Context: an optimization exercise on an open-source flow, tuned for small area and a short achievable clock period. The choices shown serve that exercise and are no tape-out recipe. Function was checked by simulation only, so behaviour that the tests miss may differ from the original. Power figures rest on the tool's default switching activity, not on a simulated workload.

<file path="flow/run.sh">
#!/bin/bash
# synth_recipe.tcl (not shown) runs the flow's synth.tcl, then flattens the netlist and writes it again
# the make line also repeats each setting of config.mk as NAME=value (left out here)
make -C /OpenROAD-flow-scripts/flow DESIGN_CONFIG=/design/flow/config.mk WORK_HOME=/design/flow/orfs CLKGATE_MAP_FILE= SYNTH_SCRIPT=/design/flow/synth_recipe.tcl finish
</file>
<file path="flow/config.mk">
export PLATFORM = sky130hd
export DESIGN_NAME = mcdf
export DESIGN_NICKNAME = mcdf
export VERILOG_FILES = /design/flow/design.v
export SDC_FILE = /design/flow/constraint.sdc
export NUM_CORES = 8
export LEC_CHECK = 0
export CAP_MARGIN = 20
export CORE_MARGIN = 2
export CORE_UTILIZATION = 40
export CTS_CLUSTER_DIAMETER = 100
export CTS_CLUSTER_SIZE = 20
export SETUP_SLACK_MARGIN = 4.8
export SLEW_MARGIN = 20
</file>
<file path="flow/constraint.sdc">
create_clock -name core_clock -period 8.0 [get_ports {clk_i}]
set_input_delay 1.6000 -clock core_clock [delete_from_list [all_inputs] [get_ports {clk_i}]]
set_output_delay 1.6000 -clock core_clock [all_outputs]
set_load 0.01 [all_outputs]
</file>
<file path="flow/design.v">
module mcdf_chan (
  input             clk_i,
  input             rstn_i,
  input      [31:0] data_i,
  input             vld_i,
  input             en_next_i,    
  input             pop_req_i,    
  input             sel_next_i,   
  output reg        ready_o,
  output     [5:0]  free_o,       
  output            empty_o,
  output reg        val_o,        
  output reg [31:0] rdata_o       
);
reg [31:0] mem [0:31];
reg [3:0]  wlo_r;      
reg [7:0]  whi_r;
reg [3:0]  rlo_r;      
reg [7:0]  rhi_r;
reg [7:0]  rhs_r;      
reg [5:0]  lag_r;      
reg        push_r;     
reg        pop_r;
reg        full_r;
reg        empty_r;
wire push = vld_i & ready_o;
wire pop  = pop_req_i & ~empty_r;
wire [5:0] free = lag_r - {5'd0, push_r} + {5'd0, pop_r};
wire       f1 = (free == 6'd1);
wire       e1 = (free == 6'd31);
wire       full_nx  = ~pop & (full_r | (push & f1));
wire       empty_nx = ~push & (empty_r | (pop & e1));
wire [3:0] rlo_nx = pop ? {rlo_r[2:0], rlo_r[3]} : rlo_r;
wire [7:0] rhi_nx = (pop & rlo_r[3]) ? {rhi_r[6:0], rhi_r[7]} : rhi_r;
always @(posedge clk_i or negedge rstn_i) begin
  if (!rstn_i) begin
    wlo_r   <= 4'b0001;
    whi_r   <= 8'b0000_0001;
    rlo_r   <= 4'b0001;
    rhi_r   <= 8'b0000_0001;
    rhs_r   <= 8'b0000_0000;
    lag_r   <= 6'd32;
    push_r  <= 1'b0;
    pop_r   <= 1'b0;
    full_r  <= 1'b0;
    empty_r <= 1'b1;
    ready_o <= 1'b1;
    val_o   <= 1'b0;
  end else begin
    if (push) begin
      wlo_r <= {wlo_r[2:0], wlo_r[3]};
      if (wlo_r[3]) whi_r <= {whi_r[6:0], whi_r[7]};
    end
    rlo_r   <= rlo_nx;
    rhi_r   <= rhi_nx;
    rhs_r   <= rhi_nx & {8{sel_next_i}};
    lag_r   <= free;
    push_r  <= push;
    pop_r   <= pop;
    full_r  <= full_nx;
    empty_r <= empty_nx;
    ready_o <= en_next_i & ~full_nx;
    val_o   <= pop;
  end
end
integer k;
always @(posedge clk_i) begin
  for (k = 0; k < 32; k = k + 1)
    if (~full_r & wlo_r[k % 4] & whi_r[k / 4]) mem[k] <= data_i;
end
reg [31:0] rd;
always @(*) begin
  rd = 32'd0;
  for (k = 0; k < 32; k = k + 1)
    rd = rd | (mem[k] & {32{rlo_r[k % 4] & rhs_r[k / 4]}});
end
always @(posedge clk_i) rdata_o <= rd;
assign free_o  = free;
assign empty_o = empty_r;
endmodule
module mcdf(
  input clk_i,
  input rstn_i,
  input [1:0]  cmd_i,
  input [8-1:0] cmd_addr_i,
  input [32-1:0] cmd_data_i,
  output[32-1:0] cmd_data_o,
  input [31:0] ch0_data_i,
  input  ch0_vld_i,
  input [31:0] ch1_data_i,
  input  ch1_vld_i,
  input [31:0] ch2_data_i,
  input  ch2_vld_i,
  output  ch0_ready_o,
  output  ch1_ready_o,
  output  ch2_ready_o,
  input  fmt_grant_i,
  output [1:0] fmt_chid_o,
  output fmt_req_o,
  output [5:0]  fmt_length_o,
  output [31:0] fmt_data_o,
  output fmt_start_o,
  output fmt_end_o );
reg [5:0] cfg0_r, cfg1_r, cfg2_r;      
reg [5:0] mar0_r, mar1_r, mar2_r;      
reg [5:0] rdata_r;                     
wire wr_cmd = (cmd_i == 2'b10);
wire rd_cmd = (cmd_i == 2'b01);
wire wr0 = wr_cmd & (cmd_addr_i == 8'h00);
wire wr1 = wr_cmd & (cmd_addr_i == 8'h04);
wire wr2 = wr_cmd & (cmd_addr_i == 8'h08);
wire [5:0] cfg0_nx = wr0 ? cmd_data_i[5:0] : cfg0_r;
wire [5:0] cfg1_nx = wr1 ? cmd_data_i[5:0] : cfg1_r;
wire [5:0] cfg2_nx = wr2 ? cmd_data_i[5:0] : cfg2_r;
wire [5:0] free0, free1, free2;
always @(posedge clk_i or negedge rstn_i) begin
  if (!rstn_i) begin
    cfg0_r <= 6'h07; cfg1_r <= 6'h07; cfg2_r <= 6'h07;
    mar0_r <= 6'd32; mar1_r <= 6'd32; mar2_r <= 6'd32;
    rdata_r <= 6'd0;
  end else begin
    cfg0_r <= cfg0_nx; cfg1_r <= cfg1_nx; cfg2_r <= cfg2_nx;
    mar0_r <= free0; mar1_r <= free1; mar2_r <= free2;
    if (rd_cmd)
      case (cmd_addr_i)
        8'h00: rdata_r <= cfg0_r;
        8'h04: rdata_r <= cfg1_r;
        8'h08: rdata_r <= cfg2_r;
        8'h10:  rdata_r <= mar0_r;
        8'h14:  rdata_r <= mar1_r;
        8'h18:  rdata_r <= mar2_r;
        default: ;
      endcase
  end
end
assign cmd_data_o = {26'b0, rdata_r};
reg  [1:0] id_r;                  
reg  [2:0] sel_r;                 
reg  [3:0] len_r;                 
reg  s_idle, s_req, s_wait, s_start, s_send, s_end;
reg  send_r;                      
reg  req_r;                       
reg  [5:0] cnt_rec_r, cnt_sen_r;
reg  ge_len_r;                    
reg  eq_last_r;                   
reg  [2:0] bval_r;
reg  [31:0] buf0_r, buf1_r, buf2_r;
wire any_sel = |sel_r;
wire id_req  = (s_idle & ~any_sel) | s_end;
wire ack     = (s_idle & any_sel) | (s_req & ~ge_len_r);
wire [1:0] id_nx;
wire [2:0] sel_nx = id_req ? {id_nx == 2'b10, id_nx == 2'b01, id_nx == 2'b00} : sel_r;
wire empty0, empty1, empty2;
wire val0, val1, val2;
wire [31:0] rd0, rd1, rd2;
mcdf_chan chan0 (.clk_i(clk_i), .rstn_i(rstn_i), .data_i(ch0_data_i), .vld_i(ch0_vld_i),
  .en_next_i(cfg0_nx[0]), .pop_req_i(ack & sel_r[0]), .sel_next_i(sel_nx[0]), .ready_o(ch0_ready_o),
  .free_o(free0), .empty_o(empty0), .val_o(val0), .rdata_o(rd0));
mcdf_chan chan1 (.clk_i(clk_i), .rstn_i(rstn_i), .data_i(ch1_data_i), .vld_i(ch1_vld_i),
  .en_next_i(cfg1_nx[0]), .pop_req_i(ack & sel_r[1]), .sel_next_i(sel_nx[1]), .ready_o(ch1_ready_o),
  .free_o(free1), .empty_o(empty1), .val_o(val1), .rdata_o(rd1));
mcdf_chan chan2 (.clk_i(clk_i), .rstn_i(rstn_i), .data_i(ch2_data_i), .vld_i(ch2_vld_i),
  .en_next_i(cfg2_nx[0]), .pop_req_i(ack & sel_r[2]), .sel_next_i(sel_nx[2]), .ready_o(ch2_ready_o),
  .free_o(free2), .empty_o(empty2), .val_o(val2), .rdata_o(rd2));
wire [1:0] p0 = cfg0_r[2:1], p1 = cfg1_r[2:1], p2 = cfg2_r[2:1];
reg  [1:0] id_sel;
assign id_nx = id_sel;
always @(*) begin
  case ({~empty2, ~empty1, ~empty0})
    3'b001:  id_sel = 2'b00;
    3'b010:  id_sel = 2'b01;
    3'b011:  id_sel = (p1 >= p0) ? 2'b00 : 2'b01;
    3'b100:  id_sel = 2'b10;
    3'b101:  id_sel = (p2 >= p0) ? 2'b00 : 2'b10;
    3'b110:  id_sel = (p2 >= p1) ? 2'b01 : 2'b10;
    3'b111:  id_sel = (p2 >= p0 && p1 >= p0) ? 2'b00 :
                     (p2 >= p1 || p1 < p0 && p2 >= p0) ? 2'b01 : 2'b10;
    default: id_sel = 2'b11;
  endcase
end
function [3:0] len_dec(input [2:0] code);
  case (code)
    3'd0:    len_dec = 4'b0001;
    3'd1:    len_dec = 4'b0010;
    3'd2:    len_dec = 4'b0100;
    default: len_dec = 4'b1000;
  endcase
endfunction
reg [3:0] len_nx;
always @(*) begin
  case (id_nx)
    2'b00:   len_nx = len_dec(cfg0_r[5:3]);
    2'b01:   len_nx = len_dec(cfg1_r[5:3]);
    2'b10:   len_nx = len_dec(cfg2_r[5:3]);
    default: len_nx = 4'b1000;
  endcase
end
wire        a2f_val  = |(sel_r & {val2, val1, val0});
wire        bval_sel = |(sel_r & bval_r);
wire [31:0] a2f_data = rd0 | rd1 | rd2;    
wire [31:0] buf_sel  = (buf0_r & {32{sel_r[0]}}) | (buf1_r & {32{sel_r[1]}}) |
                       (buf2_r & {32{sel_r[2]}});
wire        take = ack & (a2f_val | bval_sel);    
wire [31:0] din  = bval_sel ? buf_sel : a2f_data;
wire eq_m2   = len_r[0] ? (cnt_rec_r == 6'd2)  :
               len_r[1] ? (cnt_rec_r == 6'd6)  :
               len_r[2] ? (cnt_rec_r == 6'd14) : (cnt_rec_r == 6'd30);
wire eq_send = len_r[0] ? (cnt_sen_r == 6'd2)  :
               len_r[1] ? (cnt_sen_r == 6'd6)  :
               len_r[2] ? (cnt_sen_r == 6'd14) : (cnt_sen_r == 6'd30);
always @(posedge clk_i or negedge rstn_i) begin
  if (!rstn_i) begin
    id_r <= 2'b11;
    sel_r <= 3'b000;
    len_r <= 4'b1000;
    s_idle <= 1'b1; s_req <= 1'b0; s_wait <= 1'b0;
    s_start <= 1'b0; s_send <= 1'b0; s_end <= 1'b0;
    send_r <= 1'b0;
    req_r <= 1'b0;
    cnt_rec_r <= 6'd0;
    cnt_sen_r <= 6'd0;
    ge_len_r <= 1'b0;
    eq_last_r <= 1'b0;
    bval_r <= 3'b000;
  end else begin
    sel_r <= sel_nx;
    if (id_req) begin
      id_r  <= id_nx;
      len_r <= len_nx;
    end
    s_idle  <= (s_idle & ~eq_last_r) | s_end;
    s_req   <= (s_idle & eq_last_r) | (s_req & ~ge_len_r);
    s_wait  <= (s_req & ge_len_r) | (s_wait & ~fmt_grant_i);
    s_start <= s_wait & fmt_grant_i;
    s_send  <= s_start | (s_send & ~eq_send);
    s_end   <= s_send & eq_send;
    send_r  <= (s_wait & fmt_grant_i) | s_start | s_send;
    req_r   <= (s_idle & eq_last_r) | s_req | (s_wait & ~fmt_grant_i);
    if (id_req) begin
      cnt_rec_r <= 6'd0;
      ge_len_r  <= 1'b0;
      eq_last_r <= 1'b0;
    end else if (take) begin
      cnt_rec_r <= cnt_rec_r + 6'd1;
      ge_len_r  <= ge_len_r | eq_last_r;
      eq_last_r <= eq_m2;
    end
    if (id_req)      cnt_sen_r <= 6'd0;
    else if (send_r) cnt_sen_r <= cnt_sen_r + 6'd1;
    if (ack) bval_r <= bval_r & ~sel_r;
    else     bval_r <= bval_r | (sel_r & {val2, val1, val0});
  end
end
always @(posedge clk_i) begin
  if (!ack && sel_r[0] && val0) buf0_r <= a2f_data;
  if (!ack && sel_r[1] && val1) buf1_r <= a2f_data;
  if (!ack && sel_r[2] && val2) buf2_r <= a2f_data;
end
reg [31:0] pk [0:31];
reg [31:0] pk_in_r;
reg        pk_we_r;
reg  [2:0] pk_ld_r;               
always @(posedge clk_i or negedge rstn_i) begin
  if (!rstn_i) begin
    pk_we_r <= 1'b0;
    pk_ld_r <= 3'b000;
  end else begin
    pk_we_r <= take;
    pk_ld_r <= {3{take}} & len_r[2:0];
  end
end
always @(posedge clk_i) pk_in_r <= din;
wire shift = pk_we_r | send_r;
integer i;
always @(posedge clk_i) begin
  if (shift) begin
    for (i = 0; i < 31; i = i + 1)
      pk[i] <= pk[i+1];
    pk[31] <= pk_in_r;
    if (pk_ld_r[0]) pk[3]  <= pk_in_r;
    if (pk_ld_r[1]) pk[7]  <= pk_in_r;
    if (pk_ld_r[2]) pk[15] <= pk_in_r;
  end
end
wire send_nx = (s_wait & fmt_grant_i) | s_start | s_send;
reg [31:0] dout_r;
always @(posedge clk_i or negedge rstn_i) begin
  if (!rstn_i) dout_r <= 32'hffff_ffff;
  else         dout_r <= send_nx ? (send_r ? pk[1] : pk[0]) : 32'hffff_ffff;
end
assign fmt_data_o   = dout_r;
assign fmt_chid_o   = id_r;
assign fmt_length_o = {len_r, 2'b00};
assign fmt_req_o    = req_r;
assign fmt_start_o  = s_start;
assign fmt_end_o    = s_end;
endmodule
</file>
==> results of run 1 <==
metal layers:
layer / wire (um) / GRT usage
met1: 177000 / 0.304
met2: 207000 / 0.336
met3: 50500 / 0.0371
met4: 18300 / 0.0802
met5: 245 / 0
metrics by stage:
stage | TNS [ns] | hold WS, ns | utilization
global placement | 0 | 0.400 | 0.423
global route | 0 | 0.385 | 0.443
finish | 0 | 0.377 | 0.443
detailed placement | 0 | 0.405 | 0.423
floorplan | -583.36 | 0.400 | -
CTS | 0 | 0.381 | 0.443
sequential cells by signal (all words and copies together) (netlist names), 32 cells and up:
register and flops:
chan2.rdata_o 32, pk 1024, buf2_r 32, buf1_r 32, chan0.rdata_o 32, chan1.rdata_o 32, chan1.mem 1024, chan0.mem 1024
buf0_r 32, dout_r 32, pk_in_r 32, chan2.mem 1024
worst paths after layout:
kind                                           from                   endpoint  depth (start not counted)
max                         chan2.ready_o$_DFF_PN1_                ch2_ready_o                          1
min in group asynchronous                    rstn_i           send_r$_DFF_PN0_                          1
min reg2reg                     pk[2][10]$_DFFE_PP_        pk[1][10]$_DFFE_PP_                          0
max in group asynchronous                    rstn_i   chan2.rhs_r[1]$_DFF_PN0_                          2
min                             pk[2][10]$_DFFE_PP_        pk[1][10]$_DFFE_PP_                          0
max reg2reg                chan0.rhs_r[5]$_DFF_PN0_  chan0.rdata_o[15]$_DFF_P_                          6
cells in the mapped netlist (10+ instances only):
library cell	count	area share
a222oi_1	338	0.021
nor2_1	135	0.0032
nand3_1	107	0.0034
a22o_1	258	0.014
inv_1	71	0.0017
nand4_1	68	0.0027
edfxtp_1	4192	0.79
a21oi_1	234	0.0073
a211oi_1	17	0.00080
nor3_1	38	0.0012
o21ai_0	54	0.0017
buf_1	116	0.0027
mux2_2	134	0.0095
nor4_1	25	0.00098
a32oi_1	69	0.0038
xor2_1	18	0.00099
nand2b_1	17	0.00067
dfrtp_1	157	0.025
o2111ai_1	15	0.00082
a32o_1	21	0.0013
dfxtp_1	128	0.016
or3_1	49	0.0019
buf_2	15	0.00047
o211ai_1	21	0.00099
mux2i_1	44	0.0028
a22oi_1	678	0.032
and2_1	170	0.0067
buf_4	30	0.0014
clkbuf_1	331	0.0078
nor2b_1	17	0.00067
dfstp_2	66	0.011
a221oi_1	96	0.0053
nand2_1	242	0.0057
a2111oi_0	10	0.00055
ha_1	28	0.0022
or4_1	26	0.0012
a31oi_1	45	0.0018
o22ai_1	64	0.0025
timing repair:
action	in CTS	in global routing
pin swaps	0	1
resized for setup	264	8
endpoints found under the setup margin	258	35
buffers inserted	8	4
logic make-up after synthesis:
family,share of synthesized area
flops,0.840
compound gates,0.0976
simple gates,0.0308
buf+inv,0.0144
mux,0.0128
fa+ha+maj,0.00257
xor+xnor,0.00148
other cells,0.0000235
area by class of cell:
class | count | area (um^2)
fill | 33500 | 221000
sequential | 4543 | 134000
multi-input combinational | 3199 | 23600
clock buffer | 403 | 7300
tap | 5242 | 6560
timing repair buffer | 358 | 3310
clock inverter | 27 | 452
inverter | 81 | 312
antenna | 35 | 87.6
power by group through the flow:
stage | sequential, mW | combinational, mW | clock, mW
3_5_place_dp | 31.6 | 2.03 | 0
2_1_floorplan | 31.8 | 1.19 | 0
4_1_cts | 31.1 | 2.04 | 14.2
3_3_place_gp | 31.5 | 1.95 | 0
5_1_grt | 31.4 | 2.24 | 15.0
6_report | 31.1 | 2.03 | 14.0
==> flow_summary_export.csv, run 1 <==
group,metric,value,unit
flow_run,drv_cap,0,
layout,mostFrequentLayoutCells,"edfxtp_1, a22oi_1, a222oi_1, clkbuf_16, a22o_1",
logic_synthesis,syn_inst,8289,
die,fp.dieW,636,um
logic_synthesis,synth_cell_type_count,86,
layout,stdcell_count,13900,
setup_path,slowest_stage,"dfstp_4",
logic_synthesis,yosysSeqAreaShare,0.840,
logic_synthesis,synth-edff-count,4192,
setup_path,cp-start-kind,"flop",
clock_network,cts.sinks,4543,
layout,area_delta_synth_final,10.1,%
sta,slew_violations,0,
drt,drtIter0Drc,14800,
setup_path,crit_path_end_kind,"primary output",
clock_network,cts-root-buf,"clkbuf_16",
hold_path,hp-class,"flop to flop",
placement,io_buffers,167,
clock_network,insertion_delay,0.93,ns
power,combPwrFrac,0.043,
logic_synthesis,syn_avg_cell_area,19.3,um^2
logic_synthesis,ys_warn_count,4,
clock_network,ctsHoldBuffers,0,
sta,min_period,3.45,ns
grt,grt_pass1_wl,624,mm
power,power_frac_seq,0.659,
power,intPower,37.2,mW
sta,period_share,0.431,
power,power.density,268,nW/um^2
sta,max_freq,290,MHz
layout,final_area,176000,um^2
grt,grt_use_total,0.215,
setup_path,path_cells,"buf_6",
clock_network,cts-buffers-inserted,267,
grt,grt_max_degree,206,
power,leakage,55.0,nW
layout,layout_commonest_cell,"edfxtp_1",
die,dieArea,404000,um^2
drt,detail_route.wirelength,453,mm
sta,rsz0062_at_grt,"true",
placement,dp.cells,13400,
setup_path,worstSetupPathType,"flop to primary output",
drt,firstDrtPassIters,7,
layout,layout-drive-gt1-share,0.108,
run_status,status,"no timing/DRC/antenna violations",
setup_path,critPathRequiredTime,6.40,ns
power,power_switching_share,0.211,
die,core,397000,um^2
setup_path,critPathBufInv,1,
die,ios,222,
clock_network,cts_tree,"done",
sta,skew,0.0661,ns
die,rows,231,
placement,routabilityCongestion,0.805,
logic_synthesis,ys_ff_latch,4543,
logic_synthesis,synth_area,160000,um^2
setup_path,cpPeakStageDelay,0.76,ns
drt,avgRoutedWirePerCell,32.6,um
grt,antenna_found_initial,78,
placement,dpl_cell_area,168000,um^2
sta,relSlewSlack,0.216,
sta,finalHoldViolCount,0,
grt,grt_pass1_vias,81300,
die,die_h,636,um
sta,worstMarginPinSlew,1.17,ns
logic_synthesis,synth_flop_cell,"edfxtp_1",
setup_path,crit_family,"flip-flops",
die,start_util,0.402,
setup_path,ff2ff_setup_slack,4.76,ns
clock_network,cts_buffer_depth,4,
power,p_total,47.2,mW
drt,antenna_left,0,
sta,setup_viol,0,
logic_synthesis,async_flop_share,0.0491,
layout,fin_nets,8625,
clock_network,clk_pin_slew,0.08,ns
setup_path,path_max_fanout,2,
setup_path,arrival,1.85,ns
grt,grt-ovfl-total,0,
power,p_sw,9.96,mW
power,clock_power_share,0.298,
placement,preCtsSetupSlack,3.64,ns
power,ir_worst_vdd,246,uV
placement,dp_hpwl,233,mm
clock_network,cts_max_level,5,
drt,via_count,85500,
drt,via_per_inst,6.16,
drt,drc,0,
sta,fin_ws,4.55,ns
==> inputs of run 2 (changes only) <==
--- a/flow/design.v
+++ b/flow/design.v
@@ -6,7 +6,7 @@
   input             en_next_i,    
   input             pop_req_i,    
   input             sel_next_i,   
-  output reg        ready_o,
+  output            ready_o,
   output     [5:0]  free_o,       
   output            empty_o,
   output reg        val_o,        
@@ -23,7 +23,9 @@
 reg        pop_r;
 reg        full_r;
 reg        empty_r;
-wire push = vld_i & ready_o;
+reg  nrdy_r;           
+assign ready_o = ~nrdy_r;
+wire push = vld_i & ~nrdy_r;
 wire pop  = pop_req_i & ~empty_r;
 wire [5:0] free = lag_r - {5'd0, push_r} + {5'd0, pop_r};
 wire       f1 = (free == 6'd1);
@@ -44,7 +46,7 @@
     pop_r   <= 1'b0;
     full_r  <= 1'b0;
     empty_r <= 1'b1;
-    ready_o <= 1'b1;
+    nrdy_r  <= 1'b0;
     val_o   <= 1'b0;
   end else begin
     if (push) begin
@@ -59,7 +61,7 @@
     pop_r   <= pop;
     full_r  <= full_nx;
     empty_r <= empty_nx;
-    ready_o <= en_next_i & ~full_nx;
+    nrdy_r  <= ~en_next_i | full_nx;
     val_o   <= pop;
   end
 end
@@ -134,9 +136,10 @@
   end
 end
 assign cmd_data_o = {26'b0, rdata_r};
-reg  [1:0] id_r;                  
+reg  [1:0] nid_r;                 
 reg  [2:0] sel_r;                 
-reg  [3:0] len_r;                 
+reg  [2:0] len_r;                 
+reg        nlen32_r;              
 reg  s_idle, s_req, s_wait, s_start, s_send, s_end;
 reg  send_r;                      
 reg  req_r;                       
@@ -210,9 +213,10 @@
                len_r[2] ? (cnt_sen_r == 6'd14) : (cnt_sen_r == 6'd30);
 always @(posedge clk_i or negedge rstn_i) begin
   if (!rstn_i) begin
-    id_r <= 2'b11;
+    nid_r <= 2'b00;
     sel_r <= 3'b000;
-    len_r <= 4'b1000;
+    len_r <= 3'b000;
+    nlen32_r <= 1'b0;
     s_idle <= 1'b1; s_req <= 1'b0; s_wait <= 1'b0;
     s_start <= 1'b0; s_send <= 1'b0; s_end <= 1'b0;
     send_r <= 1'b0;
@@ -225,8 +229,9 @@
   end else begin
     sel_r <= sel_nx;
     if (id_req) begin
-      id_r  <= id_nx;
-      len_r <= len_nx;
+      nid_r <= ~id_nx;
+      len_r <= len_nx[2:0];
+      nlen32_r <= ~len_nx[3];
     end
     s_idle  <= (s_idle & ~eq_last_r) | s_end;
     s_req   <= (s_idle & eq_last_r) | (s_req & ~ge_len_r);
@@ -257,40 +262,27 @@
   if (!ack && sel_r[2] && val2) buf2_r <= a2f_data;
 end
 reg [31:0] pk [0:31];
-reg [31:0] pk_in_r;
-reg        pk_we_r;
-reg  [2:0] pk_ld_r;               
-always @(posedge clk_i or negedge rstn_i) begin
-  if (!rstn_i) begin
-    pk_we_r <= 1'b0;
-    pk_ld_r <= 3'b000;
-  end else begin
-    pk_we_r <= take;
-    pk_ld_r <= {3{take}} & len_r[2:0];
-  end
-end
-always @(posedge clk_i) pk_in_r <= din;
-wire shift = pk_we_r | send_r;
+wire shift = take | send_r;
 integer i;
 always @(posedge clk_i) begin
   if (shift) begin
     for (i = 0; i < 31; i = i + 1)
       pk[i] <= pk[i+1];
-    pk[31] <= pk_in_r;
-    if (pk_ld_r[0]) pk[3]  <= pk_in_r;
-    if (pk_ld_r[1]) pk[7]  <= pk_in_r;
-    if (pk_ld_r[2]) pk[15] <= pk_in_r;
+    pk[31] <= din;
+    if (len_r[0]) pk[3]  <= din;
+    if (len_r[1]) pk[7]  <= din;
+    if (len_r[2]) pk[15] <= din;
   end
 end
 wire send_nx = (s_wait & fmt_grant_i) | s_start | s_send;
-reg [31:0] dout_r;
-always @(posedge clk_i or negedge rstn_i) begin
-  if (!rstn_i) dout_r <= 32'hffff_ffff;
-  else         dout_r <= send_nx ? (send_r ? pk[1] : pk[0]) : 32'hffff_ffff;
-end
-assign fmt_data_o   = dout_r;
-assign fmt_chid_o   = id_r;
-assign fmt_length_o = {len_r, 2'b00};
+reg [31:0] ndout_r;               
+always @(posedge clk_i or negedge rstn_i) begin
+  if (!rstn_i) ndout_r <= 32'd0;
+  else         ndout_r <= send_nx ? ~(send_r ? pk[1] : pk[0]) : 32'd0;
+end
+assign fmt_data_o   = ~ndout_r;
+assign fmt_chid_o   = ~nid_r;
+assign fmt_length_o = {~nlen32_r, len_r, 2'b00};
 assign fmt_req_o    = req_r;
 assign fmt_start_o  = s_start;
 assign fmt_end_o    = s_end;
==> run 2 against run 1 <==
Die area shrank 0.20%. Sequential power rose by 1%. Maximum frequency increased by 1.8%. Count of clock-buffer cells in the layout decreased by 25. Clock skew down 0.013 ns. Register-to-register slack worse by 0.03 ns. Power increased by 5.6%. Largest cell class unchanged. Largest power group unchanged.
==> flow_summary_export.csv, run 2 <==
group,metric,value,unit
logic_synthesis,synth_cell_type_count,82,
die,fp.dieW,635,um
setup_path,worstSetupPathType,"flop to primary output",
clock_network,ctsHoldBuffers,0,
sta,setup_viol,0,
setup_path,path_max_fanout,2,
layout,layout-drive-gt1-share,0.107,
placement,dpl_cell_area,167000,um^2
hold_path,hp-class,"flop to flop",
flow_run,drv_cap,0,
logic_synthesis,synth_area,159000,um^2
setup_path,critPathRequiredTime,6.40,ns
sta,fin_hold_ws,0.392,ns
power,p_total,49.8,mW
logic_synthesis,synth-edff-count,4192,
clock_network,insertion_delay,0.94,ns
die,start_util,0.402,
logic_synthesis,ys_top_cells_by_area,"edfxtp_1, a22oi_1, dfrtp_1, a222oi_1, a22o_1",
logic_synthesis,ys_ff_latch,4507,
drt,via_per_inst,6.10,
drt,drtIter0Drc,14200,
die,die_h,635,um
logic_synthesis,syn_inst,8327,
die,ios,222,
placement,preCtsSetupSlack,3.70,ns
setup_path,arrival,1.78,ns
sta,skew,0.0530,ns
setup_path,crit_path_end_kind,"primary output",
power,power.density,284,nW/um^2
logic_synthesis,synth_top_area_frac,0.790,
drt,avgRoutedWirePerCell,32.0,um
sta,rsz0062_at_grt,"true",
logic_synthesis,synth.most_common_cell,"edfxtp_1",
grt,grt_use_total,0.212,
layout,fin_nets,8618,
logic_synthesis,async_flop_share,0.0486,
die,rows,231,
clock_network,clk_pin_slew,0.09,ns
placement,routabilityCongestion,0.826,
layout,fin_util,0.442,
sta,period_share,0.423,
logic_synthesis,yosysTopAreaCell,"edfxtp_1",
sta,min_period,3.38,ns
setup_path,cp-start-kind,"flop",
grt,busiest_layer,"met2",
power,leakage,54.1,nW
layout,final_area,175000,um^2
logic_synthesis,yosysSeqAreaShare,0.837,
logic_synthesis,synthTopCellsByCount,"edfxtp_1, a22oi_1, a222oi_1, clkbuf_1, a22o_1",
logic_synthesis,ys_warn_count,4,
drt,antenna_left,0,
drt,via_count,84700,
grt,grt.met2_usage,0.332,
placement,io_buffers,167,
drt,detail_route.wirelength,444,mm
sta,max_freq,295,MHz
die,core,396000,um^2
run_status,status,"no timing/DRC/antenna violations",
grt,grt_pass1_wl,616,mm
logic_synthesis,synth_flop_cell,"edfxtp_1",
grt,grt_pass1_vias,82100,
sta,slew_violations,0,
clock_network,cts-root-buf,"clkbuf_16",
layout,layout_commonest_cell,"edfxtp_1",
sta,finalHoldViolCount,0,
sta,relSlewSlack,0.197,
clock_network,cts_buffer_depth,4,
logic_synthesis,syn_avg_cell_area,19.1,um^2
grt,grt_max_degree,148,
layout,area_delta_synth_final,10.0,%
sta,worstMarginPinSlew,1.20,ns
placement,dp_hpwl,229,mm
grt,grt-ovfl-total,0,
grt,antenna_found_initial,84,
clock_network,cts.sinks,4507,
power,ir_worst_vdd,297,uV
clock_network,cts_tree,"done",
grt,grtUsageMet3,0.0385,
die,dieArea,403000,um^2
drt,drc,0,
clock_network,cts-buffers-inserted,264,
drt,firstDrtPassIters,10,
clock_network,cts_max_level,5,
grt,use_met1,0.290,
layout,mostFrequentLayoutCells,"edfxtp_1, a22oi_1, a222oi_1, clkbuf_16, a22o_1",
sta,fin_ws,4.62,ns
-- run 2: changes by cell type after synthesis, moves of 34 or more --
| cell | before | now |
|---|---|---|
| dfrtp_1 | 157 | 191 |
| a211oi_1 | 17 | 51 |
| nand2_1 | 242 | 173 |
| dfstp_2 | 66 | 28 |
| nor2b_1 | 17 | 55 |
| inv_1 | 71 | 124 |
-- run 2: cell type report --
type | instances | area, um^2
tap | 5242 | 6560
fill | 33500 | 221000
inverter | 130 | 505
sequential | 4507 | 133000
timing repair buffer | 340 | 3110
clock inverter | 29 | 574
multi-input combinational | 3200 | 23800
antenna | 64 | 160
clock buffer | 378 | 7080
-- run 2: cells by family (layout without fill, tap and decap cells) --
family          Yosys count  count (layout)  share of synthesized area
flops                  4507            4507                      0.837
xor+xnor                 26              26                    0.00143
fa+ha+maj                31              31                    0.00258
simple gates            891             892                     0.0296
other cells               1              92                  0.0000235
compound gates         2046            2046                      0.101
buf+inv                 648             877                     0.0164
mux                     177             177                     0.0124
-- run 2: worst max-delay path, stage by stage (launching register included) --
cell	delay (ns)
dfrtp_1	0.38
clkinvlp_4	0.25
buf_6	0.21
-- run 2: path summary, 6_finish.rpt --
kind,startpoint,slack (ns),to,depth (start not counted)
max in group asynchronous,rstn_i,5.92,chan2.rhs_r[6]$_DFF_PN0_,2
setup reg to reg,chan0.rlo_r[3]$_DFFE_PN0P_,4.73,chan0.rdata_o[4]$_DFF_P_,7
setup / recovery,nid_r[1]$_DFFE_PN0N_,4.62,fmt_chid_o[1],2
hold / removal,pk[9][26]$_DFFE_PP_,0.39,pk[8][26]$_DFFE_PP_,0
min in group asynchronous,rstn_i,0.62,ndout_r[0]$_DFF_PN0_,1
hold reg to reg,pk[9][26]$_DFFE_PP_,0.39,pk[8][26]$_DFFE_PP_,0
-- run 2: what timing repair did --
action / 4_1_cts / 5_1_grt
gates resized for setup: 265 / 25
setup endpoints to repair: 1159 / 461
pin swaps: 2 / 1
buffers inserted: 7 / 3
gates cloned: 3 / 0
-- run 2: stage by stage --
stage / setup TNS (ns) / instances
6_report: 0 / 13900
3_3_place_gp: 0 / 13400
2_1_floorplan: -934.81 / 8354
5_1_grt: 0 / 13900
3_5_place_dp: 0 / 13400
4_1_cts: 0 / 13800
-- run 2: metal layers --
layer  share of wire  routed length, um  up-vias
li1                -                  -    34600
met1            0.39             173000    44200
met2            0.46             205000     5083
met3            0.10              45700      825
met4           0.046              20400       30
met5         0.00043                191        -
-- run 2: power by group --
group          leakage [nW]  switching [mW]  internal [mW]  total [mW]
logic                  8.78            3.24           1.24        4.48
clock network          3.65            7.55           6.30        13.8
registers              41.6           0.963           30.5        31.5
total                  54.1            11.7           38.0        49.8
==> inputs of run 3 (changes only) <==
--- a/flow/config.mk
+++ b/flow/config.mk
@@ -7,7 +7,7 @@
 export LEC_CHECK = 0
 export CAP_MARGIN = 20
 export CORE_MARGIN = 2
-export CORE_UTILIZATION = 40
+export CORE_UTILIZATION = 50
 export CTS_CLUSTER_DIAMETER = 100
 export CTS_CLUSTER_SIZE = 20
 export SETUP_SLACK_MARGIN = 4.8
==> run 3 against run 2 <==
Clock power barely moved. Utilization rose by 11 points. Global-route usage is 5.4 points higher. Routed wire length is 0.67% lower. Count of clock-buffer cells in the layout rose by 20. Largest power group unchanged. Highest routed layer unchanged.
==> flow_summary_export.csv, run 3 <==
group,metric,value,unit
power,clock_power_share,0.278,
logic_synthesis,synth-edff-count,4192,
layout,fin_util,0.548,
logic_synthesis,yosysTopAreaCell,"edfxtp_1",
power,power_frac_seq,0.633,
die,ios,222,
drt,drc,0,
setup_path,worstSetupPathType,"flop to primary output",
hold_path,hp-class,"flop to flop",
drt,via_per_inst,6.57,
layout,layout.area.seq,133000,um^2
drt,via_count,84200,
drt,firstDrtPassIters,10,
die,rows,207,
die,fp.dieW,568,um
grt,grt_pass1_wl,611,mm
setup_path,critPathBufInv,2,
run_status,status,"no timing/DRC/antenna violations",
layout,fin_nets,8624,
logic_synthesis,ys_ff_latch,4507,
grt,grt-ovfl-total,0,
power,p_total,49.8,mW
grt,grt_pass1_vias,80700,
logic_synthesis,async_flop_share,0.0486,
logic_synthesis,yosysSeqAreaShare,0.837,
setup_path,slowest_stage,"dfrtp_1",
logic_synthesis,syn_avg_cell_area,19.1,um^2
clock_network,cts-root-buf,"clkbuf_16",
logic_synthesis,ys_warn_count,4,
logic_synthesis,synth_flop_cell,"edfxtp_1",
power,p_sw,11.6,mW
clock_network,insertion_delay,0.93,ns
sta,setup_viol,0,
layout,mostFrequentLayoutCells,"edfxtp_1, a22oi_1, a222oi_1, clkbuf_16, a22o_1",
logic_synthesis,ys_top_cells_by_area,"edfxtp_1, a22oi_1, dfrtp_1, a222oi_1, a22o_1",
clock_network,cts_tree,"done",
grt,antenna_found_initial,73,
grt,grt_use_total,0.266,
sta,period_share,0.417,
placement,dp_hpwl,224,mm
layout,layout-drive-gt1-share,0.105,
clock_network,cts_max_level,5,
die,start_util,0.502,
setup_path,crit_family,"buffers and inverters",
sta,slew_violations,0,
drt,antenna_left,0,
clock_network,cts.sinks,4507,
power,intPower,38.2,mW
placement,io_buffers,167,
layout,fillerInstances,24300,
grt,grt_max_degree,210,
drt,drtIter0Drc,13500,
clock_network,cts-buffers-inserted,265,
layout,area_delta_synth_final,9.16,%
drt,detail_route.wirelength,441,mm
clock_network,cts_buffer_depth,4,
die,die_h,568,um
sta,max_freq,300,MHz
power,leakage,54.1,nW
setup_path,cp-start-kind,"flop",
sta,rsz0062_at_grt,"true",
sta,min_period,3.34,ns
logic_synthesis,synth_top_area_frac,0.790,
drt,avgRoutedWirePerCell,34.4,um
logic_synthesis,synthTopCellsByCount,"edfxtp_1, a22oi_1, a222oi_1, clkbuf_1, a22o_1",
setup_path,path_max_fanout,2,
clock_network,clk_pin_slew,0.09,ns
sta,relSlewSlack,0.217,
setup_path,critPathRequiredTime,6.40,ns
sta,worstMarginPinSlew,1.17,ns
setup_path,arrival,1.74,ns
logic_synthesis,synth_cell_type_count,82,
layout,multi_input_area,23700,um^2
setup_path,cpPeakStageDelay,0.38,ns
power,power_switching_share,0.233,
power,power.density,287,nW/um^2
flow_run,drv_cap,0,
sta,finalHoldViolCount,0,
logic_synthesis,synth.most_common_cell,"edfxtp_1",
setup_path,path_cells,"clkinvlp_4, buf_6",
clock_network,ctsHoldBuffers,0,
die,core,318000,um^2
power,ir_worst_vdd,330,uV
power,combPwrFrac,0.090,
setup_path,crit_path_end_kind,"primary output",
logic_synthesis,synth_area,159000,um^2
layout,layout_commonest_cell,"edfxtp_1",
sta,skew,0.0533,ns
die,dieArea,323000,um^2
placement,routabilityCongestion,0.806,
logic_synthesis,syn_inst,8327,
## run 3: power by group through the flow
stage	logic [mW]	registers, mW	clock network (mW)
after CTS	4.50	31.6	14.0
after floorplan	2.53	32.0	0
after global placement	4.25	31.9	0
final	4.47	31.5	13.8
after global routing	4.92	31.8	14.8
after detailed placement	4.41	32.1	0
## run 3: cells by family after synthesis
family | Yosys count | synth area share
fa+ha+maj | 31 | 0.00258
other cells | 1 | 0.0000235
mux | 177 | 0.0124
xor+xnor | 26 | 0.00143
buf+inv | 648 | 0.0164
compound gates | 2046 | 0.101
flops | 4507 | 0.837
simple gates | 891 | 0.0296
## run 3: timing repair
action                     in CTS  in global routing
resized for setup             230                 22
buffers inserted                6                  5
gates cloned                    4                  3
setup endpoints to repair    1031                542
pin swaps                       2                  4
## run 3: final timing paths
kind	slack (ns)	cells past startpoint	end	start
setup / recovery	4.66	2	fmt_length_o[5]	nlen32_r$_DFFE_PN0N_
hold / removal	0.40	0	pk[23][22]$_DFFE_PP_	pk[24][22]$_DFFE_PP_
hold reg to reg	0.40	0	pk[23][22]$_DFFE_PP_	pk[24][22]$_DFFE_PP_
setup reg to reg	4.76	5	chan0.rdata_o[5]$_DFF_P_	chan0.rlo_r[1]$_DFFE_PN0P_
max in group asynchronous	5.88	2	chan2.rhs_r[0]$_DFF_PN0_	rstn_i
min in group asynchronous	0.60	1	ndout_r[4]$_DFF_PN0_	rstn_i
## run 3: worst register-to-register path, delay by kind of cell (launching register included)
| kind | cells | cell delay [ns] |
|---|---|---|
| and+or+nand+nor | 2 | 1.03 |
| AOI/OAI and AO/OA | 1 | 0.12 |
| DFF | 1 | 0.64 |
| buffers and inverters | 2 | 1.08 |
## run 3: metal layers
metal / track usage / share of wire / up-vias
met5: 0 / 0.00063 / -
met4: 0.0980 / 0.039 / 44
met3: 0.0498 / 0.10 / 768
met2: 0.416 / 0.47 / 4905
met1: 0.375 / 0.39 / 44000
li1: - / - / 34600
## run 3: metrics by stage
| stage | setup WS [ns] | std cells | hold slack, ns | cell area [um^2] | TNS, ns |
|---|---|---|---|---|---|
| 2_1_floorplan | -0.913 | 8354 | 0.400 | 159000 | -934.81 |
| 3_3_place_gp | 3.91 | 12300 | 0.400 | 166000 | 0 |
| 3_5_place_dp | 3.83 | 12300 | 0.405 | 166000 | 0 |
| 4_1_cts | 4.60 | 12800 | 0.399 | 174000 | 0 |
| 5_1_grt | 4.62 | 12800 | 0.412 | 174000 | 0 |
| 6_report | 4.66 | 12800 | 0.403 | 174000 | 0 |
## run 3: layout make-up
| type | count | share of cell area |
|---|---|---|
| Sequential cell | 4507 | 0.767 |
| Multi-Input combinational cell | 3202 | 0.137 |
| Clock buffer | 398 | 0.0420 |
| Tap cell | 4180 | 0.0301 |
| Timing Repair Buffer | 343 | 0.0185 |
| Inverter | 130 | 0.00287 |
| Clock inverter | 23 | 0.00181 |
| Antenna cell | 47 | 0.000676 |
==> inputs of run 4 (changes only) <==
--- a/flow/config.mk
+++ b/flow/config.mk
@@ -7,8 +7,8 @@
 export LEC_CHECK = 0
 export CAP_MARGIN = 20
 export CORE_MARGIN = 2
-export CORE_UTILIZATION = 50
+export CORE_UTILIZATION = 40
 export CTS_CLUSTER_DIAMETER = 100
 export CTS_CLUSTER_SIZE = 20
-export SETUP_SLACK_MARGIN = 4.8
+export SETUP_SLACK_MARGIN = 5.0
 export SLEW_MARGIN = 20
==> run 4 against run 3 <==
Highest routed layer unchanged. Maximum frequency is 2.0% lower. Routed wire length is 1.3% higher. Synthesized area stayed put. Still clean. Cell area is 0.99% higher.
==> flow_summary_export.csv, run 4 <==
group,metric,value,unit
run_status,status,"no timing/DRC/antenna violations",
logic_synthesis,yosysTopAreaCell,"edfxtp_1",
layout,area_delta_synth_final,10.2,%
setup_path,reg2reg_to,"chan1.rdata_o[19]$_DFF_P_",
setup_path,worstSetupPathType,"flop to primary output",
grt,grt_max_degree,216,
clock_network,clk_pin_slew,0.08,ns
flow_run,drv_cap,0,
drt,detail_route.wirelength,447,mm
logic_synthesis,synth-edff-count,4192,
setup_path,r2r-start,"chan1.rlo_r[2]$_DFFE_PN0P_",
die,die_h,635,um
clock_network,insertion_delay,0.93,ns
clock_network,cts.sinks,4507,
setup_path,path_cells,"clkinvlp_4, buf_6",
logic_synthesis,synth_top_area_frac,0.790,
power,leakage,54.2,nW
setup_path,endpoint,"fmt_chid_o[0]",
logic_synthesis,synth_cell_type_count,82,
clock_network,cts_tree,"done",
clock_network,ctsHoldBuffers,0,
sta,period_share,0.426,
hold_path,hp-class,"flop to flop",
setup_path,crit_path_end_kind,"primary output",
placement,io_buffers,167,
sta,finalHoldViolCount,0,
sta,max_freq,293,MHz
layout,layout_commonest_cell,"edfxtp_1",
die,start_util,0.402,
power,power.density,284,nW/um^2
drt,avgRoutedWirePerCell,32.1,um
sta,setup_viol,0,
logic_synthesis,synth.most_common_cell,"edfxtp_1",
die,ios,222,
placement,dp.cells,13400,
setup_path,path_max_fanout,2,
setup_path,critPathRequiredTime,6.40,ns
sta,min_period,3.41,ns
sta,worstMarginPinSlew,1.18,ns
setup_path,crit_family,"buffers and inverters",
sta,relSlewSlack,0.213,
layout,layout-drive-gt1-share,0.113,
layout,fin_nets,8625,
layout,fin_util,0.443,
layout,stdcell_count,13900,
setup_path,cpPeakStageDelay,0.41,ns
clock_network,cts_max_level,5,
layout,multi_input_area,23900,um^2
logic_synthesis,syn_inst,8327,
die,fp.dieW,635,um
grt,grt-ovfl-total,0,
setup_path,arrival,1.81,ns
setup_path,critPathLaunch,"nid_r[0]$_DFFE_PN0N_",
die,rows,231,
die,core,396000,um^2
clock_network,cts_buffer_depth,4,
placement,dp_hpwl,227,mm
logic_synthesis,synth_area,159000,um^2
sta,skew,0.0608,ns
drt,drtIter0Drc,13700,
logic_synthesis,syn_avg_cell_area,19.1,um^2
logic_synthesis,ys_warn_count,4,
setup_path,reg2reg_depth,7,
grt,grt_pass1_wl,617,mm
layout,mostFrequentLayoutCells,"edfxtp_1, a22oi_1, a222oi_1, clkbuf_16, a22o_1",
logic_synthesis,ys_ff_latch,4507,
hold_path,holdPathStages,0,
grt,antenna_found_initial,89,
sta,fin_hold_ws,0.400,ns
layout,fillerInstances,33500,
drt,via_per_inst,6.10,
drt,antenna_left,0,
logic_synthesis,ys_top_cells_by_area,"edfxtp_1, a22oi_1, dfrtp_1, a222oi_1, a22o_1",
power,ir_worst_vdd,437,uV
setup_path,cp-start-kind,"flop",
setup_path,critical_path_depth,2,
logic_synthesis,yosysSeqAreaShare,0.837,
sta,rsz0062_at_grt,"true",
grt,grt_pass1_vias,81400,
clock_network,cts-root-buf,"clkbuf_16",
logic_synthesis,synthTopCellsByCount,"edfxtp_1, a22oi_1, a222oi_1, clkbuf_1, a22o_1",
die,dieArea,403000,um^2
setup_path,ff2ff_setup_slack,4.91,ns
drt,via_count,84900,
drt,firstDrtPassIters,12,
setup_path,critPathBufInv,2,
setup_path,slowest_stage,"dfrtp_1",
grt,grt_use_total,0.212,
layout,layout.area.seq,133000,um^2
logic_synthesis,async_flop_share,0.0486,
sta,slew_violations,0,
logic_synthesis,synth_flop_cell,"edfxtp_1",
placement,routabilityCongestion,0.818,
drt,drc,0,
clock_network,cts-buffers-inserted,265,
## run 4: power by group
group	internal [mW]	total [mW]	switching (mW)
clock	6.34	13.9	7.55
sequential	30.5	31.5	0.976
combinational	1.27	4.56	3.29
## run 4: metal layers
metal / track usage / up-vias / routed length, um
met4: 0.0962 / 32 / 20000
li1: - / 34600 / -
met2: 0.337 / 5333 / 208000
met3: 0.0367 / 808 / 47000
met5: 0 / - / 208
met1: 0.287 / 44200 / 171000
## run 4: what timing repair did
item,in CTS,in global routing
pin swaps,8,5
resized for setup,322,44
gates cloned,0,2
setup buffers,9,13
setup endpoints to repair,930,774
## run 4: how the worst min path moves through the flow
stage	startpoint	to	slack, ns
floorplan	pk[11][0]$_DFFE_PP_	pk[10][0]$_DFFE_PP_	0.40
global placement	pk[24][4]$_DFFE_PP_	pk[23][4]$_DFFE_PP_	0.40
detailed placement	pk[11][12]$_DFFE_PP_	pk[10][12]$_DFFE_PP_	0.40
CTS	pk[9][24]$_DFFE_PP_	pk[8][24]$_DFFE_PP_	0.39
global route	pk[18][28]$_DFFE_PP_	pk[17][28]$_DFFE_PP_	0.40
finish	pk[9][24]$_DFFE_PP_	pk[8][24]$_DFFE_PP_	0.40
## run 4: cells by family after synthesis
group | count (synthesis) | synth area share
AO/OA/AOI/OAI | 2046 | 0.101
XOR/XNOR | 26 | 0.00143
adder cells (fa/ha/maj) | 31 | 0.00258
buffers and inverters | 648 | 0.0164
flip-flops | 4507 | 0.837
multiplexers | 177 | 0.0124
other | 1 | 0.0000235
AND/OR/NAND/NOR | 891 | 0.0296
## run 4: cell type report
type / instances / share of cell area
repair buffers: 347 / 0.0185
clock buffers: 376 / 0.0401
clock inverters: 32 / 0.00362
well taps: 5242 / 0.0374
multi-input cells: 3199 / 0.136
flip-flops and latches: 4507 / 0.760
inverters: 130 / 0.00294
diodes: 83 / 0.00118
## run 4: stage by stage
stage               instance area, um^2  TNS (ns)  worst slack, ns  total power [mW]
floorplan                        159000   -934.81           -0.913              34.6
global placement                 167000         0             3.65              36.1
detailed placement               167000         0             3.61              36.5
CTS                              175000         0             4.53              50.1
global route                     176000         0             4.59              51.7
finish                           176000         0             4.59              50.0
==> inputs of run 5 (changes only) <==
--- a/flow/config.mk
+++ b/flow/config.mk
@@ -8,7 +8,8 @@
 export CAP_MARGIN = 20
 export CORE_MARGIN = 2
 export CORE_UTILIZATION = 40
+export CTS_BUF_LIST = sky130_fd_sc_hd__clkbuf_8
 export CTS_CLUSTER_DIAMETER = 100
-export CTS_CLUSTER_SIZE = 20
-export SETUP_SLACK_MARGIN = 5.0
+export CTS_CLUSTER_SIZE = 16
+export SETUP_SLACK_MARGIN = 4.8
 export SLEW_MARGIN = 20
==> run 5 against run 4 <==
Final cell count increased by 0.52%. Utilization down 0.64 points. Hold slack lost 0.013 ns. Critical path depth unchanged. Routed wire length fell by 0.49%. First-iteration DRC count increased by 2.9%. Synthesized area unchanged. Clock power is 19% lower. Combinational power fell by 2%. Count of clock-buffer cells in the layout shrank 54. Power decreased by 5.6%. Synthesized cell count did not move. Critical endpoint is now fmt_chid_o[1]. Largest cell class unchanged. Largest power group unchanged.
==> flow_summary_export.csv, run 5 <==
group,metric,value,unit
run_status,status,"no timing/DRC/antenna violations",
layout,layout-drive-gt1-share,0.112,
setup_path,endpoint,"fmt_chid_o[1]",
power,combPwrFrac,0.095,
logic_synthesis,ys_ff_latch,4507,
placement,dpl_cell_area,167000,um^2
clock_network,cts_max_level,5,
drt,drtIter0Drc,14100,
sta,max_freq,280,MHz
logic_synthesis,synth.most_common_cell,"edfxtp_1",
setup_path,cp-start-kind,"flop",
setup_path,path_max_fanout,2,
grt,grt_max_degree,170,
clock_network,ctsHoldBuffers,0,
layout,multi_input_area,23800,um^2
logic_synthesis,synth_top_area_frac,0.790,
sta,worstMarginPinSlew,1.19,ns
logic_synthesis,synthTopCellsByCount,"edfxtp_1, a22oi_1, a222oi_1, clkbuf_1, a22o_1",
sta,finalHoldViolCount,0,
die,die_h,635,um
die,dieArea,403000,um^2
power,clock_power_share,0.237,
hold_path,hp-class,"flop to flop",
placement,io_buffers,167,
layout,layout.area.seq,133000,um^2
power,power.density,272,nW/um^2
placement,routabilityCongestion,0.826,
sta,period_share,0.446,
logic_synthesis,async_flop_share,0.0486,
setup_path,arrival,1.97,ns
drt,detail_route.wirelength,445,mm
layout,layout_commonest_cell,"edfxtp_1",
grt,grt_use_total,0.212,
logic_synthesis,syn_avg_cell_area,19.1,um^2
setup_path,worstSetupPathType,"flop to primary output",
clock_network,cts.sinks,4507,
grt,grt-ovfl-total,0,
power,ir_worst_vdd,306,uV
hold_path,holdPathStages,0,
logic_synthesis,synth_flop_cell,"edfxtp_1",
setup_path,crit_path_end_kind,"primary output",
grt,grt_pass1_wl,617,mm
power,power_switching_share,0.244,
sta,skew,0.0970,ns
sta,setup_viol,0,
logic_synthesis,synth-edff-count,4192,
drt,via_count,84800,
logic_synthesis,ys_warn_count,4,
grt,busiest_layer,"met2",
grt,grt.met2_usage,0.333,
grt,grtUsageMet3,0.0382,
flow_run,drv_cap,0,
sta,slew_violations,0,
logic_synthesis,synth_area,159000,um^2
placement,dp_hpwl,229,mm
die,start_util,0.402,
clock_network,cts-root-buf,"clkbuf_8",
power,power_frac_seq,0.668,
setup_path,reg2reg_to,"chan2.rdata_o[3]$_DFF_P_",
sta,tns,0,ns
logic_synthesis,synth_cell_type_count,82,
setup_path,reg2reg_depth,6,
drt,drc,0,
die,ios,222,
die,core,396000,um^2
logic_synthesis,syn_inst,8327,
clock_network,clk_pin_slew,0.11,ns
layout,area_delta_synth_final,8.65,%
drt,firstDrtPassIters,9,
power,intPower,35.6,mW
sta,rsz0062_at_grt,"true",
setup_path,critPathLaunch,"nid_r[1]$_DFFE_PN0N_",
layout,fillerInstances,33800,
logic_synthesis,yosysTopAreaCell,"edfxtp_1",
grt,use_met1,0.290,
setup_path,r2r-start,"chan2.rlo_r[2]$_DFFE_PN0P_",
layout,fin_nets,8675,
grt,grt_pass1_vias,82600,
drt,avgRoutedWirePerCell,31.8,um
drt,antenna_left,0,
grt,antenna_found_initial,81,
clock_network,cts_buffer_depth,4,
clock_network,cts-buffers-inserted,321,
die,fp.dieW,635,um
power,p_sw,11.5,mW
layout,final_area,173000,um^2
setup_path,ff2ff_setup_slack,4.70,ns
power,leakage,53.8,nW
sta,relSlewSlack,0.203,
logic_synthesis,yosysSeqAreaShare,0.837,
layout,mostFrequentLayoutCells,"edfxtp_1, a22oi_1, a222oi_1, clkbuf_8, inv_1",
logic_synthesis,ys_top_cells_by_area,"edfxtp_1, a22oi_1, dfrtp_1, a222oi_1, a22o_1",
drt,via_per_inst,6.06,
setup_path,critPathRequiredTime,6.40,ns
clock_network,cts_tree,"done",
sta,min_period,3.57,ns
power,p_total,47.1,mW
die,rows,231,
clock_network,insertion_delay,1.16,ns
## run 5: area by class of cell
cell class	instances	area share
inverter	130	0.00292
clock inverter	180	0.00600
timing repair buffer	340	0.0181
clock buffer	322	0.0256
tap	5242	0.0379
antenna	67	0.000969
sequential	4507	0.771
multi-input combinational	3200	0.137
## run 5: power by group through the flow
stage	clock network, mW	logic (mW)	registers [mW]
3_5_place_dp	0	4.41	32.1
6_report	11.2	4.48	31.5
3_3_place_gp	0	4.25	31.8
4_1_cts	11.4	4.48	31.5
2_1_floorplan	0	2.53	32.0
5_1_grt	12.2	4.92	31.8
## run 5: how the worst min path moves through the flow
| stage | startpoint | to | slack, ns |
|---|---|---|---|
| after global placement | pk[31][20]$_DFFE_PP_ | pk[30][20]$_DFFE_PP_ | 0.40 |
| final | pk[11][29]$_DFFE_PP_ | pk[10][29]$_DFFE_PP_ | 0.39 |
| after floorplan | pk[11][0]$_DFFE_PP_ | pk[10][0]$_DFFE_PP_ | 0.40 |
| after CTS | rstn_i | ndout_r[26]$_DFF_PN0_ | 0.37 |
| after detailed placement | pk[13][9]$_DFFE_PP_ | pk[12][9]$_DFFE_PP_ | 0.40 |
| after global routing | pk[9][29]$_DFFE_PP_ | pk[8][29]$_DFFE_PP_ | 0.38 |
## run 5: kinds of logic after synthesis
family,share of synthesized area
AOI/OAI and AO/OA,0.101
xor gates and xnor gates,0.00143
adders and majority gates,0.00258
buffers and inverters,0.0164
DFF,0.837
muxes,0.0124
other,0.0000235
and+or+nand+nor,0.0296
## run 5: worst max-delay path, stage by stage, from the launching register on
cell        delay, ns
dfrtp_1          0.39
clkinvlp_4       0.22
buf_6            0.19
## run 5: repair_timing
action                                 4_1_cts  5_1_grt
setup buffers                                8        2
endpoints found under the hold margin        0        0
pin swaps                                    2        2
setup endpoints to repair                 1152      576
resized for setup                          263       31
gates cloned                                 2        1
## run 5: stage by stage
| stage | hold WS (ns) | setup slack, ns | std cells | util |
|---|---|---|---|---|
| after CTS | 0.367 | 4.31 | 13900 | 0.436 |
| after floorplan | 0.400 | -0.913 | 8354 | - |
| after global routing | 0.376 | 4.38 | 14000 | 0.437 |
| after global placement | 0.400 | 3.71 | 13400 | 0.422 |
| after detailed placement | 0.405 | 3.70 | 13400 | 0.422 |
| final | 0.388 | 4.43 | 14000 | 0.437 |
## run 5: layer usage
layer / share of wire / routed length [um]
met5: 0.00035 / 155
met4: 0.045 / 20000
met3: 0.10 / 46000
met2: 0.46 / 206000
met1: 0.39 / 173000
==> inputs of run 6 (changes only) <==
--- a/flow/design.v
+++ b/flow/design.v
@@ -17,7 +17,7 @@
 reg [7:0]  whi_r;
 reg [3:0]  rlo_r;      
 reg [7:0]  rhi_r;
-reg [7:0]  rhs_r;      
+reg [31:0] rs_r;       
 reg [5:0]  lag_r;      
 reg        push_r;     
 reg        pop_r;
@@ -26,6 +26,7 @@
 reg  nrdy_r;           
 assign ready_o = ~nrdy_r;
 wire push = vld_i & ~nrdy_r;
+integer k;
 wire pop  = pop_req_i & ~empty_r;
 wire [5:0] free = lag_r - {5'd0, push_r} + {5'd0, pop_r};
 wire       f1 = (free == 6'd1);
@@ -40,7 +41,7 @@
     whi_r   <= 8'b0000_0001;
     rlo_r   <= 4'b0001;
     rhi_r   <= 8'b0000_0001;
-    rhs_r   <= 8'b0000_0000;
+    rs_r    <= 32'd0;
     lag_r   <= 6'd32;
     push_r  <= 1'b0;
     pop_r   <= 1'b0;
@@ -55,7 +56,8 @@
     end
     rlo_r   <= rlo_nx;
     rhi_r   <= rhi_nx;
-    rhs_r   <= rhi_nx & {8{sel_next_i}};
+    for (k = 0; k < 32; k = k + 1)
+      rs_r[k] <= sel_next_i & rlo_nx[k % 4] & rhi_nx[k / 4];
     lag_r   <= free;
     push_r  <= push;
     pop_r   <= pop;
@@ -65,7 +67,6 @@
     val_o   <= pop;
   end
 end
-integer k;
 always @(posedge clk_i) begin
   for (k = 0; k < 32; k = k + 1)
     if (~full_r & wlo_r[k % 4] & whi_r[k / 4]) mem[k] <= data_i;
@@ -74,7 +75,7 @@
 always @(*) begin
   rd = 32'd0;
   for (k = 0; k < 32; k = k + 1)
-    rd = rd | (mem[k] & {32{rlo_r[k % 4] & rhs_r[k / 4]}});
+    rd = rd | (mem[k] & {32{rs_r[k]}});
 end
 always @(posedge clk_i) rdata_o <= rd;
 assign free_o  = free;
--- a/flow/config.mk
+++ b/flow/config.mk
@@ -7,9 +7,8 @@
 export LEC_CHECK = 0
 export CAP_MARGIN = 20
 export CORE_MARGIN = 2
-export CORE_UTILIZATION = 40
-export CTS_BUF_LIST = sky130_fd_sc_hd__clkbuf_8
+export CORE_UTILIZATION = 50
 export CTS_CLUSTER_DIAMETER = 100
-export CTS_CLUSTER_SIZE = 16
+export CTS_CLUSTER_SIZE = 20
 export SETUP_SLACK_MARGIN = 4.8
 export SLEW_MARGIN = 20
==> run 6 against run 5 <==
Critical path depth stayed put. Routed wire length rose by 3.6%. Still clean. Global-route usage is 6.8 points higher. Combinational power grew 28%. Final cell count is 9.8% lower. Count of clock-buffer cells in the layout is 73 higher. Non-clock buffer count is 16 lower. Setup slack improved by 0.33 ns. First-iteration DRC count is 2.6% lower. Power rose by 11%. Critical path type unchanged.
==> flow_summary_export.csv, run 6 <==
group,metric,value,unit
run_status,status,"no timing/DRC/antenna violations",
setup_path,reg2reg_depth,7,
die,die_h,567,um
hold_path,hp-class,"flop to flop",
logic_synthesis,ys_warn_count,4,
drt,dr.max_layer_used,"met5",
power,power.density,301,nW/um^2
placement,routabilityCongestion,0.809,
grt,grt_pass1_wl,627,mm
sta,fin_hold_ws,0.406,ns
hold_path,holdPathStages,0,
die,dieArea,322000,um^2
setup_path,arrival,1.63,ns
sta,min_period,3.23,ns
grt,antenna_found_initial,64,
sta,finalHoldViolCount,0,
logic_synthesis,synth_top_area_frac,0.794,
hold_path,holdPathEnd,"pk[17][25]$_DFFE_PP_",
logic_synthesis,ys_ff_latch,4579,
drt,wl_met3,53.6,mm
die,rows,206,
layout,mostFrequentLayoutCells,"edfxtp_1, a22oi_1, clkbuf_16, nand4_1, nand3_1",
clock_network,cts_tree,"done",
layout,area_delta_synth_final,9.52,%
logic_synthesis,synth.most_common_cell,"edfxtp_1",
grt,grt-ovfl-total,0,
drt,antenna_left,0,
drt,drc,0,
logic_synthesis,synth_cell_type_count,69,
die,fp.dieW,567,um
grt,grt_pass1_vias,78600,
placement,io_buffers,167,
drt,detail_route.wirelength,461,mm
setup_path,critPathLaunch,"chan2.nrdy_r$_DFF_PN0_",
clock_network,cts_buffer_depth,4,
logic_synthesis,synth_area,159000,um^2
die,start_util,0.503,
drt,via_count,83900,
clock_network,cts.sinks,4579,
setup_path,reg2reg_to,"pk[7][23]$_DFFE_PP_",
sta,worstMarginPinSlew,1.12,ns
die,ios,222,
power,leakage,55.6,nW
drt,avgRoutedWirePerCell,36.5,um
clock_network,cts-root-buf,"clkbuf_16",
layout,layout.area.seq,135000,um^2
layout,fillerInstances,23800,
drt,via_per_inst,6.65,
sta,slew_violations,0,
sta,period_share,0.404,
sta,max_freq,309,MHz
drt,firstDrtPassIters,6,
layout,layout-drive-gt1-share,0.112,
setup_path,crit_path_end_kind,"primary output",
sta,skew,0.0439,ns
drt,met2_wirelength,208,mm
logic_synthesis,yosysTopAreaCell,"edfxtp_1",
logic_synthesis,ys_top_cells_by_area,"edfxtp_1, a22oi_1, dfrtp_1, dfxtp_1, a221oi_1",
hold_path,hold_start,"pk[18][25]$_DFFE_PP_",
die,core,315000,um^2
sta,rsz0062_at_grt,"true",
logic_synthesis,synth_flop_cell,"edfxtp_1",
logic_synthesis,syn_avg_cell_area,19.8,um^2
placement,dp_hpwl,217,mm
clock_network,cts_max_level,5,
setup_path,path_max_fanout,2,
flow_run,drv_cap,0,
drt,drtIter0Drc,13800,
drt,wl_met1,179,mm
logic_synthesis,async_flop_share,0.0636,
setup_path,cp-start-kind,"flop",
setup_path,ff2ff_setup_slack,4.90,ns
grt,grt_use_total,0.280,
power,p_total,52.3,mW
clock_network,clk_pin_slew,0.09,ns
logic_synthesis,syn_inst,8022,
clock_network,insertion_delay,0.95,ns
logic_synthesis,synth-edff-count,4192,
setup_path,r2r-start,"sel_r[1]$_DFF_PN0_",
sta,setup_viol,0,
layout,layout_commonest_cell,"edfxtp_1",
clock_network,cts-buffers-inserted,269,
setup_path,worstSetupPathType,"flop to primary output",
logic_synthesis,yosysSeqAreaShare,0.852,
logic_synthesis,synthTopCellsByCount,"edfxtp_1, a22oi_1, clkbuf_1, dfrtp_1, nand4_1",
sta,relSlewSlack,0.249,
setup_path,critPathRequiredTime,6.40,ns
power,ir_worst_vdd,393,uV
layout,multi_input_area,22100,um^2
layout,fin_nets,8452,
grt,grt_max_degree,159,
-- run 6: cell types whose count changed in the layout (fill, tap and decap cells not counted), sizes merged, moves of 73 or more --
cell,change
inv,-160
a222oi,-312
nand4,+142
or4,+74
a21oi,-156
a32oi,-74
a221oi,+118
a22oi,+453
nand2,-123
nand3,+77
clkbuf,+73
-- run 6: layout make-up --
| cell class | count | area share |
|---|---|---|
| sequential | 4579 | 0.779 |
| multi-input combinational | 2983 | 0.127 |
| clock buffer | 395 | 0.0426 |
| tap | 4160 | 0.0300 |
| timing repair buffer | 324 | 0.0168 |
| inverter | 120 | 0.00259 |
| clock inverter | 22 | 0.00169 |
| antenna | 34 | 0.000490 |
-- run 6: worst max path at each step --
| stage | end | slack, ns | depth (start not counted) |
|---|---|---|---|
| 2_1_floorplan | pk[0][0]$_DFFE_PP_ | -0.96 | 4 |
| 3_3_place_gp | chan2.nrdy_r$_DFF_PN0_ | 3.89 | 6 |
| 3_5_place_dp | pk[26][14]$_DFFE_PP_ | 3.79 | 4 |
| 4_1_cts | ch2_ready_o | 4.72 | 2 |
| 5_1_grt | ch2_ready_o | 4.73 | 2 |
| 6_report | ch2_ready_o | 4.77 | 2 |
-- run 6: critical path, stage by stage, from the launching register on --
cell and delay (ns):
dfrtp_2 0.53, inv_2 0.06, buf_6 0.12
-- run 6: logic make-up after synthesis --
| group | Yosys count | share of synthesized area |
|---|---|---|
| compound gates | 1754 | 0.0853 |
| mux | 185 | 0.0129 |
| simple gates | 956 | 0.0336 |
| buf+inv | 490 | 0.0123 |
| xor+xnor | 26 | 0.00144 |
| flops | 4579 | 0.852 |
| other cells | 1 | 0.0000236 |
| fa+ha+maj | 31 | 0.00259 |
-- run 6: power by group --
| part | switching (mW) | internal, mW |
|---|---|---|
| clock network | 7.56 | 6.52 |
| logic | 4.17 | 1.56 |
| registers | 1.00 | 31.5 |
-- run 6: timing repair --
action,CTS,global route
pin swaps,0,1
endpoints found under the setup margin,1118,549
gates resized for setup,225,16
buffers inserted,9,4
cloned,6,1
hold buffers,0,0
-- run 6: routing by layer --
metal / up-vias / global-route usage
met5: - / 0
met2: 5385 / 0.426
li1: 33400 / -
met4: 50 / 0.106
met3: 957 / 0.0589
met1: 44100 / 0.400
-- run 6: stage by stage --
step	setup TNS [ns]	setup WS, ns	util	std cells	area [um^2]
3_3_place_gp	0	3.89	0.526	12100	166000
4_1_cts	0	4.72	0.551	12600	174000
3_5_place_dp	0	3.79	0.526	12100	166000
5_1_grt	0	4.73	0.551	12600	174000
2_1_floorplan	-979.14	-0.956	-	8049	159000
6_report	0	4.77	0.551	12600	174000

## what the ideal ports hide
How much do the figures lean on ideal ports? The routed layouts below were timed once more, with nothing changed but the port constraints. Step 1, drivers: a clkbuf_16 drives clk_i and a buf_2 each remaining input, both assumed. Step 2 moves the port delays by t, midway between the first and last clock arrival at a register: inputs arrive t later, outputs are due t later. That takes back most of the time a late clock gives input paths. a / b / c = ideal / step 1 / step 2; a / b = the first two.
run | shift t [ns] | setup slack, ns | clock arrival spread, ns
run 1 | 1.016 | 4.554 / 4.445 / 3.882 | 0.088 / 0.088
run 2 | 1.048 | 4.616 / 4.493 / 3.818 | 0.069 / 0.070
run 3 | 1.019 | 4.662 / 4.549 / 3.840 | 0.068 / 0.067
run 4 | 1.006 | 4.592 / 4.483 / 4.023 | 0.078 / 0.078
run 5 | 1.231 | 4.432 / 4.319 / 3.808 | 0.111 / 0.110
run 6 | 1.032 | 4.767 / 4.655 / 3.782 | 0.056 / 0.056
After both steps setup and hold are still met in every run listed. For run 6, which loses most, drivers alone change the setup slack by -0.112 ns; drivers and shift together by -0.985 ns.
